This is an optimization exercise on Yosys and OpenROAD, whose aim is small area, not a production implementation. The RTL was checked by simulation tests, not by an equivalence proof against the original design. Power figures rest on the tool's default switching activity, not on a simulated workload.

==> run a: inputs <==
Design inc_cond_mppt, start of the top module:
module inc_cond_mppt (
    input wire clk,
    input wire reset,
    input wire start,
    input wire [15:0] voltage_in,
    input wire [15:0] current_in,
    output wire [15:0] duty_cycle,
    output reg mpp_found,
    output wire [15:0] power_out
);
make LEC_CHECK=0 CAP_MARGIN=20 CORE_MARGIN=2 CORE_UTILIZATION=70 SLEW_MARGIN=20 finish   # period 10.0 ns
run.sh (not shown) runs the stock make flow with config.mk's settings and CLKGATE_MAP_FILE= SYNTH_SCRIPT=/design/flow/synth_recipe.tcl, a recipe that flattens the netlist after the stock synthesis.
==> inputs of run b, as changes to run a <==
Settings changed: CORE_UTILIZATION 70 to 40.
==> run notes <==
Against run b, the maximum frequency of run a is lower by about 0.44%. In synthesized area, run b and run a do not differ. In run b the via count is lower than in run a, by about 6%. In sequential power, run a and run b hardly differ. Between run b and run a, the lower register-to-register slack is in run a (gap 70 ps). Of run a and run b, run b has the higher non-clock buffer count (gap 7). Combinational power: run a is higher than run b (6.4%). Against run b, the final cell count of run a is lower by about 9%.
==> figures <==
                                                                                   run b          run a
CP endpoint                                                                power_out[11]  power_out[15]
Portion of the clock cycle consumed by the worst path in the final layout          0.981          0.985
Overall power                                                                    3.85 mW        4.07 mW
VDD IR max                                                                        570 uV        2100 uV
Vias in the first global route                                                      6893           7598
Hold Slack                                                                        402 ps         406 ps
Clock Power                                                                     0.160 mW       0.163 mW
Sequential power share                                                             0.061          0.058
Metal-1 WL                                                                       9.29 mm        8.36 mm
Share of final-layout standard cells stronger than drive strength 1               0.0986         0.0896
Comb power frac                                                                    0.897          0.902
Run status                                                      timing/DRC/antenna clean  timing/DRC/antenna clean
Final area over synthesized area                                                  1.171x         1.152x
# fillers                                                                           2085            735
Fin area                                                                      10300 um^2     10100 um^2
Number of iterations in the first detailed-routing pass                                4              5
Overall via count from detail_route                                                 6561           6982

========
==> inputs of v9 <==
Another version of the RTL of inc_cond_mppt (not shown whole).
==> flow/config.mk <==
export PLATFORM = sky130hd
export DESIGN_NAME = inc_cond_mppt
export DESIGN_NICKNAME = inc_cond_mppt
export VERILOG_FILES = /design/flow/design.v
export SDC_FILE = /design/flow/constraint.sdc
export NUM_CORES = 4
export LEC_CHECK = 0
export CAP_MARGIN = 20
export CORE_MARGIN = 2
export CORE_UTILIZATION = 40
export SLEW_MARGIN = 20
==> flow/constraint.sdc <==
create_clock -name core_clock -period 10.0 [get_ports {clk}]
set_input_delay 2.0000 -clock core_clock [delete_from_list [all_inputs] [get_ports {clk}]]
set_output_delay 2.0000 -clock core_clock [all_outputs]
set_load 0.01 [all_outputs]
standard.sh (not shown) runs the stock make flow with config.mk's settings and CLKGATE_MAP_FILE= SYNTH_SCRIPT=/design/flow/synth_recipe.tcl, a recipe that flattens the netlist after the stock synthesis.
==> flow/flow/run.sh <==
#!/bin/bash
# Layout flow: the standard ORFS flow, except that
#  - the cell modules of the RTL (mfa/mha adders, cx_a222oi selectors) are
#    mapped straight onto the sky130 cells (map.py), and Yosys's own
#    full-adder extraction is off (the design's adders are already explicit),
#  - ABC uses an area-oriented mapping script (abc.script), except for the
#    3a adder of the multiplier (module a3add), which is kept apart until
#    after mapping and mapped for delay (abc_a3.script),
#  - port buffers use the smallest buffer cell.
# Each tool's output goes to a log in this folder (make.log, orfs/logs/).
set -euo pipefail
W=$(pwd)
F=$W/flow
python3 $F/map.py $W/design.v $W/design_mapped.v
sed "s#^\(\s*\)log_cmd abc {\*}\$abc_args#\1log_cmd abc {*}[lreplace \$abc_args 1 1 $F/abc.script] $FLOW_TOP\n\1log_cmd abc {*}[lreplace \$abc_args 1 1 $F/abc_a3.script] a3add#" \
  $FLOW_HOME/scripts/synth.tcl > $W/flow_synth.tcl
grep -q "abc_a3.script" $W/flow_synth.tcl
sed "s#source \$::env(SCRIPTS_DIR)/synth.tcl#source $W/flow_synth.tcl#" $W/synth_recipe.tcl > $W/flow_synth_recipe.tcl
grep -q "flow_synth.tcl" $W/flow_synth_recipe.tcl
sed "s#^export VERILOG_FILES = .*#export VERILOG_FILES = $W/design_mapped.v#" $W/config.mk > $W/flow_config.mk
source $F/settings.sh
make -C $FLOW_HOME DESIGN_CONFIG=$W/flow_config.mk WORK_HOME=$W/orfs CLKGATE_MAP_FILE= \
  SYNTH_SCRIPT=$W/flow_synth_recipe.tcl ADDER_MAP_FILE= SYNTH_KEEP_MODULES=a3add \
  "${MAKE_ARGS[@]}" finish > $W/make.log 2>&1
: # left out here: write the final layout as DEF
==> flow/flow/abc.script <==
strash
dch
map -a
topo
stime -c
==> flow/flow/settings.sh <==
MAKE_ARGS=(CAP_MARGIN=20 CORE_MARGIN=2 CORE_UTILIZATION=40 SLEW_MARGIN=20
DONT_BUFFER_PORTS=1 PRE_GLOBAL_PLACE_TCL=$F/place_pre.tcl
"MIN_BUF_CELL_AND_PORTS=sky130_fd_sc_hd__buf_1 A X"
"GPL_TIMING_DRIVEN=0"
"CTS_BUF_LIST=sky130_fd_sc_hd__clkbuf_8"
"SYNTH_INSBUF=0"
"CELL_PAD_IN_SITES_DETAIL_PLACEMENT=1"
"CELL_PAD_IN_SITES_GLOBAL_PLACEMENT=1"
"SETUP_SLACK_MARGIN=-0.25"
)
Other scripts of this flow, unchanged in this note and not shown: flow/flow/abc_a3.script, flow/flow/map.py, flow/flow/place_pre.tcl
==> v15 (differences from v9) <==
==> flow/flow/abc.script (replaced) <==
strash
dch -f
map -a
topo
stime -c
--- a/flow/flow/settings.sh
+++ b/flow/flow/settings.sh
@@ -8,3 +8,3 @@
 "CELL_PAD_IN_SITES_GLOBAL_PLACEMENT=1"
-"SETUP_SLACK_MARGIN=-0.25"
+"SETUP_SLACK_MARGIN=-0.15"
 )
==> qor summary <==
quantity	v9	v15
Status	timing/DRC/antenna clean	timing/DRC/antenna clean
Routed wire length on met3	2120 um	2130 um
Cell area after synthesis	5700 um^2	5820 um^2
Fraction of area in clock buffers and inverters	1.69%	1.20%
Delay of the slowest cell on the worst path	0.55 ns	0.53 ns
Count of buffering cells on the critical path with inverters included	6	4
Number of rows in the core area	43	44
Mean number of vias per cell	6.69	6.61
Leakage Power	2.24 nW	2.29 nW
Number of ordinary inverters in the final layout	77	94
Vertical extent of the die	123 um	125 um
Multi-input combinational cell count	506	527
Share of the final layout cell area in multi-input gates	70.3%	70.5%
Met3 track utilization from global routing	4.75%	3.69%
Post-route cell area	6580 um^2	6670 um^2
Post-placement worst setup slack	-1.64 ns	-1.60 ns
Sequential fraction of the synthesis area	17.0%	16.6%

## port drivers added, routing unchanged
Ports are ideal in the flow. The routed layouts listed here were re-timed in OpenROAD.
Step 1 (the two cells are an assumption about what drives the block):
set clk [get_ports {clk}]
set_driving_cell -lib_cell sky130_fd_sc_hd__clkbuf_16 $clk
set_driving_cell -lib_cell sky130_fd_sc_hd__buf_2 [delete_from_list [all_inputs] $clk]
Step 2 moves the port delays by t, midway between the first and last clock arrival at a register: inputs arrive t later, outputs are due t later. That takes back most of the time a late clock gives input paths.
Slacks: ideal / step 1 / step 2; pairs: ideal / step 1.
run | shift t [ns] | setup slack, ns | hold WS [ns] | worst setup path after step 2 | worst data-port slew with drivers (ns)
run a | 0.314 | 0.146 / 0.119 / 0.119 | 0.406 / 0.406 / 0.406 | input to output | 0.04
run b | 0.317 | 0.190 / 0.166 / 0.166 | 0.402 / 0.402 / 0.402 | input to output | 0.06
v9 | 0.332 | 0.171 / 0.147 / 0.147 | 0.412 / 0.412 / 0.412 | input to output | 0.04
v15 | 0.325 | 0.280 / 0.251 / 0.251 | 0.404 / 0.404 / 0.404 | input to output | 0.04
After both steps setup and hold are still met in every run listed. The setup slack of v15, which loses most, moves by -0.029 ns with the drivers and by -0.029 ns with both steps.
